This design comes from an exercise in tuning for small area, a short achievable clock period and few clock cycles on the open sky130 flow, not from production work. At most, simulation tests tie the RTL to the original design; equivalence was not proved.

== v13 ==
==> flow/design.v (excerpt) <==
module cordicMagPh
   #(parameter integer N        = 13,  
     parameter integer XY_WIDTH = 18)  
    (input  wire                           clk,
     input  wire                           reset,    
     input  wire                           st,       
     input  wire signed [XY_WIDTH - 1 : 0] xin,      
     input  wire signed [XY_WIDTH - 1 : 0] yin,      
     output reg                            rdy,      
     output wire        [XY_WIDTH - 1 : 0] mag,      
     output wire signed [XY_WIDTH + 1 : 0] ph);
Size: ~2300 cells after synthesis, ~66 flip-flops, ~78 I/O pins, ~12000 sq um of cells after synthesis.
clock: 8.0 ns
lec_check: 0
abc_area: 1
cap_margin: 20
core_margin: 2
core_utilization: 40
setup_slack_margin: 3.85
slew_margin: 20
standard.sh (not shown) runs the stock make flow with config.mk's settings and CLKGATE_MAP_FILE= SYNTH_SCRIPT=/design/flow/synth_recipe.tcl, a recipe that flattens the netlist after the stock synthesis.
==> flow/flow/run.sh <==
#!/bin/bash
# The standard layout, with one change to synthesis: no adder cells are
# extracted (ADDER_MAP_FILE empty), so ABC maps the adders and carry-save
# trees from plain gates. Registers are mapped as in the standard synthesis.
set -euo pipefail
bash standard.sh ADDER_MAP_FILE= synth > synth.log 2>&1
bash standard.sh > layout.log 2>&1
Testbench counts of v13, summed over its fixed seeds: cycles 192,000.
Input-level comparison between v27 and v13:
# v13
export LEC_CHECK = 0
export ABC_AREA = 1
export CAP_MARGIN = 20
export CORE_MARGIN = 2
export CORE_UTILIZATION = 40
export SETUP_SLACK_MARGIN = 3.85
export SLEW_MARGIN = 20
create_clock -name core_clock -period 8.0 [get_ports {clk}]
# v27
export LEC_CHECK = 0
export ABC_AREA = 1
export CAP_MARGIN = 20
export CORE_MARGIN = 2
export CORE_UTILIZATION = 40
export SETUP_SLACK_MARGIN = 4.2
export SLEW_MARGIN = 20
create_clock -name core_clock -period 8.0 [get_ports {clk}]
Results
Diff v13 -> v27 | cell area | up by a little under 10%
v27 reports a higher pre-CTS worst setup slack than v13 does.
| critical path depth | lower: v13 |
A capture point of the worst path of ph[19] is what v13 shows, while w[14] belongs to v27.
When the final numbers for v13 and v27 were put side by side, the met1 track utilization from global routing turned out to be greater in v13.
[inputs] v59 vs v27
# v27
export LEC_CHECK = 0
export ABC_AREA = 1
export CAP_MARGIN = 20
export CORE_MARGIN = 2
export CORE_UTILIZATION = 40
export SETUP_SLACK_MARGIN = 4.2
export SLEW_MARGIN = 20
create_clock -name core_clock -period 8.0 [get_ports {clk}]
# v59
export LEC_CHECK = 0
export ABC_AREA = 1
export CAP_MARGIN = 20
export CORE_MARGIN = 2
export CORE_UTILIZATION = 55
export SETUP_SLACK_MARGIN = 3.85
export SLEW_MARGIN = 20
create_clock -name core_clock -period 8.0 [get_ports {clk}]
--- outcome ---
Against v27, v59 comes in 22% lower on non-clock buffer count. v27 → v59: pin count of the biggest net entering global routing now larger, die boundary height now sits lower. v59 ended up with ph[19] as its worst setup path endpoint; v27 ended up with w[14]. Compared with v27, v59 has less setup slack. v59 gives less global-route wire length before repair than v27 did. Comparing v59 and v27, the higher placeable core region was measured on v27. The maximum clock frequency of v59 is lower than that of v27. On worst-case reg-to-reg path depth: v59 sits above v27. Number of stages on the worst setup path: v59 lower than v27. Measured against each other, v59 and v27 differ in clock skew, the lower figure coming from v27.


Another version of the RTL of cordicMagPh (not shown whole).
Size: roughly 2300 cells after synthesis.
Settings: LEC_CHECK=0, ABC_AREA=1, CAP_MARGIN=20, CORE_MARGIN=2, CORE_UTILIZATION=40, SETUP_SLACK_MARGIN=3.0, SLEW_MARGIN=20; clock period 8.0 ns.
Scripts as last shown in full above: flow/flow/run.sh
Edit:
SETUP_SLACK_MARGIN = 4.0   (was 3.0)
Result:
- The new run completed with no timing, DRC or antenna violations
- area after synthesis stays the same
- final cell count grows by 4.5%
- routed wire length grows by 14%
- core utilization grows by 6.8 points
- via count grows by 7.3%
- final area grows by 15%
- synthesized cell count stays the same
- sequential cell count is unchanged
Function was not checked in any run of this note: the RTL went through the layout flow alone.

## what the ideal ports hide
No port has a modelled driver above. Below, the same layouts with a new extraction and two added sets of constraints.
Step 1 (the two cells are an assumption about what drives the block):
set clk [get_ports {clk}]
set_driving_cell -lib_cell sky130_fd_sc_hd__clkbuf_16 $clk
set_driving_cell -lib_cell sky130_fd_sc_hd__buf_2 [delete_from_list [all_inputs] $clk]
Step 2 adds t to the input delays and takes it off the output delays; t is the mean of the earliest and latest rising clock arrival at the registers after step 1. Input paths then give back, and output paths get back, about the clock's delay inside the block.
a / b / c = ideal / step 1 / step 2; a / b = the first two.
| run | t (ns) | setup slack, ns | worst hold slack (ns) | worst data-port slew with drivers (ns) | cell pins on the clock port's net |
|---|---|---|---|---|---|
| v13 | 0.406 | 3.959 / 3.909 / 3.670 | 0.529 / 0.529 / 0.529 | 0.05 | 1 |
| v27 | 0.398 | 4.198 / 4.149 / 3.751 | 0.524 / 0.524 / 0.524 | 0.20 | 1 |
| v59 | 0.398 | 3.998 / 3.947 / 3.671 | 0.517 / 0.517 / 0.517 | 0.04 | 1 |
| the first run of note 2 | 0.408 | 3.207 / 3.154 / 2.859 | 0.526 / 0.526 / 0.526 | 0.08 | 1 |
| the second run of note 2 | 0.404 | 3.353 / 3.307 / 3.304 | 0.538 / 0.538 / 0.538 | 0.23 | 1 |
After both steps every run listed still meets setup and hold. The setup slack of v27, which loses most, moves by -0.049 ns with the drivers and by -0.447 ns with both steps.
